From an optimization exercise on the open Yosys and OpenROAD flow, aimed at small area and a short achievable clock period; shortcuts taken in it are not production practice.

old:
// lampFPU_FMA
module lampFPU_FMA( clk,rst,
sign_op1_i,mant_op1_i,exp_op1_i,isZ_op1_i,isInf_op1_i, isSNAN_op1_i, isQNAN_op1_i,
sign_op2_i,mant_op2_i,exp_op2_i,isZ_op2_i,isInf_op2_i, isSNAN_op2_i, isQNAN_op2_i,
sign_op3_i,mant_op3_i,exp_op3_i,isInf_op3_i, isSNAN_op3_i, isQNAN_op3_i,
doFMU_i,is_mult_sub_i,is_add_sub_i,  
res_sign_o,res_mant_o, res_exp_o,
is_Overflow_o,is_Underflow_o,is_to_round_o,valid_o
);
input clk,rst;
input [F_SIGN-1:0]          sign_op1_i;
input [(F_MANT-1)+1:0]      mant_op1_i;  
input [(F_EXP-1)+1:0]       exp_op1_i;
input                       isZ_op1_i;
input						isInf_op1_i;
input						isSNAN_op1_i;
input						isQNAN_op1_i;
input [F_SIGN-1:0]          sign_op2_i;
input [(F_MANT-1)+1:0]      mant_op2_i;  
input [(F_EXP-1)+1:0]       exp_op2_i;
input                       isZ_op2_i;
input						isInf_op2_i;
input						isSNAN_op2_i;
input						isQNAN_op2_i;
input [F_SIGN-1:0]          sign_op3_i;
input [(F_MANT-1)+1:0]      mant_op3_i;  
input [(F_EXP+1)-1:0]       exp_op3_i;
input						isInf_op3_i;
input						isSNAN_op3_i;
input						isQNAN_op3_i;
input                       doFMU_i;
input                       is_mult_sub_i;
input                       is_add_sub_i;
output logic [F_SIGN-1:0]          res_sign_o;
output logic [5+(F_MANT-1):0]      res_mant_o;  
output logic [F_EXP-1:0]           res_exp_o;
output logic                       is_Overflow_o;
output logic                       is_Underflow_o;
output logic                       is_to_round_o;
output logic                       valid_o;
	function automatic logic[3:0] FUNC_calcInfNanRes (
				input isMultSub_i, input isOpSub_i,
				input isZero_op1_i, isInf_op1_i,  input isSNan_op1_i, input isQNan_op1_i,
				input isZero_op2_i, isInf_op2_i,  input isSNan_op2_i, input isQNan_op2_i,
				input sign_mult_i,input sign_op3_i,
				input isInf_op3_i, input isSNan_op3_i, input isQNan_op3_i
			);
  ...
Size: about 1600 cells after synthesis, roughly 84 flip-flops, about 95 I/O pins.
export LEC_CHECK = 0
export ABC_AREA = 1
export CAP_MARGIN = 20
export CORE_MARGIN = 2
export CORE_UTILIZATION = 40
export CTS_BUF_LIST = sky130_fd_sc_hd__clkbuf_8
export SETUP_SLACK_MARGIN = 4
export SLEW_MARGIN = 20
export TNS_END_PERCENT = 10
create_clock -name core_clock -period 10.0 [get_ports {clk}]
standard.sh (not shown) runs the stock make flow with config.mk's settings and CLKGATE_MAP_FILE= SYNTH_SCRIPT=/design/flow/synth_recipe.tcl, a recipe that flattens the netlist after the stock synthesis.
==> flow/flow/run.sh <==
#!/bin/bash
# Standard layout, except that the port buffers are buf_1 cells instead of
# the delay-cell buffers buffer_ports picks by default. Every port still gets a buffer.
set -euo pipefail
bash standard.sh BUFFER_PORTS_ARGS="-buffer_cell sky130_fd_sc_hd__buf_1" finish > standard_make.log 2>&1
Modified inputs, new compared to old
--- a/flow/design.v
+++ b/flow/design.v
@@ -213,42 +213,44 @@
 		end
 		FUNC_calcInfNanRes = {isValidRes, isInfRes, isNanRes, signRes};
 	endfunction    
 logic [15:0] prod;
 logic [8:0]  exp_prod;
 logic [10:0] align;              
 logic        op3_only;           
 logic        mult_sign, do_sub;
 logic [23:0] op3_al;
+logic [47:0] op3_sh;
 logic [8:0]  exp_pre;
 logic [8:0]  exp9_prod, exp9_op3;
 logic        chk_valid, chk_inf, chk_nan, chk_sign, chk_spec;
 logic [15:0] prod_r;             
 logic [23:0] op3_r;              
 logic        sub_r;              
 logic        exp_gt_r;           
 logic        exp_eq_r;           
 logic [8:0]  exp9_r;             
 logic        sign_gt_r, sign_le_r;   
 logic        force_ff_r, nan_r, ovf_r, noround_r, valid_r;
 always_comb begin
     mult_sign = sign_op1_i ^ sign_op2_i;
     prod      = mant_op1_i * mant_op2_i;
     exp_prod  = exp_op1_i + exp_op2_i - 9'd127;
     align     = {2'b0, exp_prod} - {2'b0, exp_op3_i} + 11'd9;
     op3_only  = align[10];
+    do_sub    = sign_op1_i ^ sign_op2_i ^ sign_op3_i ^ is_mult_sub_i ^ is_add_sub_i;
+    op3_sh    = {{24{do_sub}}, mant_op3_i ^ {8{do_sub}}, {16{do_sub}}} >> align[4:0];
     if (op3_only)
         op3_al = {9'b0, mant_op3_i, 7'b0};
     else if (align > 11'd23)
-        op3_al = '0;
+        op3_al = {24{do_sub}};
     else
-        op3_al = {mant_op3_i, 16'b0} >> align[4:0];
-    do_sub    = sign_op1_i ^ sign_op2_i ^ sign_op3_i ^ is_mult_sub_i ^ is_add_sub_i;
+        op3_al = op3_sh[23:0];
     exp_pre   = op3_only ? exp_op3_i : exp_prod;
     exp9_prod = {1'b0, exp_prod[7:0]} + 9'd9;
     exp9_op3  = {1'b0, exp_op3_i[7:0]} + 9'd9;
     {chk_valid, chk_inf, chk_nan, chk_sign} = FUNC_calcInfNanRes(
         is_mult_sub_i, is_add_sub_i,
         isZ_op1_i, isInf_op1_i, isSNAN_op1_i, isQNAN_op1_i,
         isZ_op2_i, isInf_op2_i, isSNAN_op2_i, isQNAN_op2_i,
         mult_sign, sign_op3_i,
         isInf_op3_i, isSNAN_op3_i, isQNAN_op3_i);
@@ -265,19 +267,19 @@
         sign_gt_r  <= 1'b0;
         sign_le_r  <= 1'b0;
         force_ff_r <= 1'b0;
         nan_r      <= 1'b0;
         ovf_r      <= 1'b0;
         noround_r  <= 1'b0;
         valid_r    <= 1'b0;
     end else begin
         prod_r     <= op3_only ? 16'b0 : prod;
-        op3_r      <= op3_al ^ {24{do_sub & ~op3_only}};
+        op3_r      <= op3_al;
         sub_r      <= do_sub & ~op3_only;
         exp_gt_r   <= ~align[10] & (align > 11'd9);
         exp_eq_r   <= align == 11'd9;
         exp9_r     <= (op3_only ? exp9_op3 : exp9_prod) ^ 9'd9;
         sign_gt_r  <= chk_spec ? chk_sign : (mult_sign ^ is_mult_sub_i);
         sign_le_r  <= chk_spec ? chk_sign : (sign_op3_i ^ is_add_sub_i);
         force_ff_r <= chk_spec | exp_pre[8];
         nan_r      <= chk_nan & ~chk_inf;
         ovf_r      <= ~chk_spec & exp_pre[8];
Results
From old to new the numbers moved as follows: clock tree cell share of total cell area essentially unchanged; wire length of the first global-routing pass fell about 0.5%; combined global-route utilization of all metal layers down 0.28 points; met1 demand-to-capacity share in global routing picked up an extra 0.73 points; shortest period the worst path allows -0.19 ns.
| final worst slack | new vs old | better |
No functional check of the RTL was part of any run of this note.

[re-timing with driven ports]
Ports are ideal in the flow. The routed layouts listed here were re-timed in OpenROAD. Step 1: set_driving_cell puts a clkbuf_16 on clk and a buf_2 on each other input, an assumption about the parent block. Step 2 adds t to the input delays and takes it off the output delays; t is the mean of the earliest and latest rising clock arrival at the registers after step 1. Input paths then give back, and output paths get back, about the clock's delay inside the block. Slacks: no drivers / after step 1 / after step 2; pairs: no drivers / after step 1.
| run | shift t [ns] | setup WS [ns] | hold slack, ns | worst setup path after step 2 | worst register clock-pin slew, ns |
|---|---|---|---|---|---|
| old | 0.406 | 3.988 / 3.988 / 3.675 | 0.377 / 0.377 / 0.377 | input to register | 0.09 / 0.09 |
| new | 0.402 | 4.177 / 4.169 / 3.767 | 0.387 / 0.387 / 0.387 | input to register | 0.10 / 0.10 |
After both steps every run listed still meets setup and hold. The setup slack of new, which loses most, moves by -0.008 ns with the drivers and by -0.410 ns with both steps.
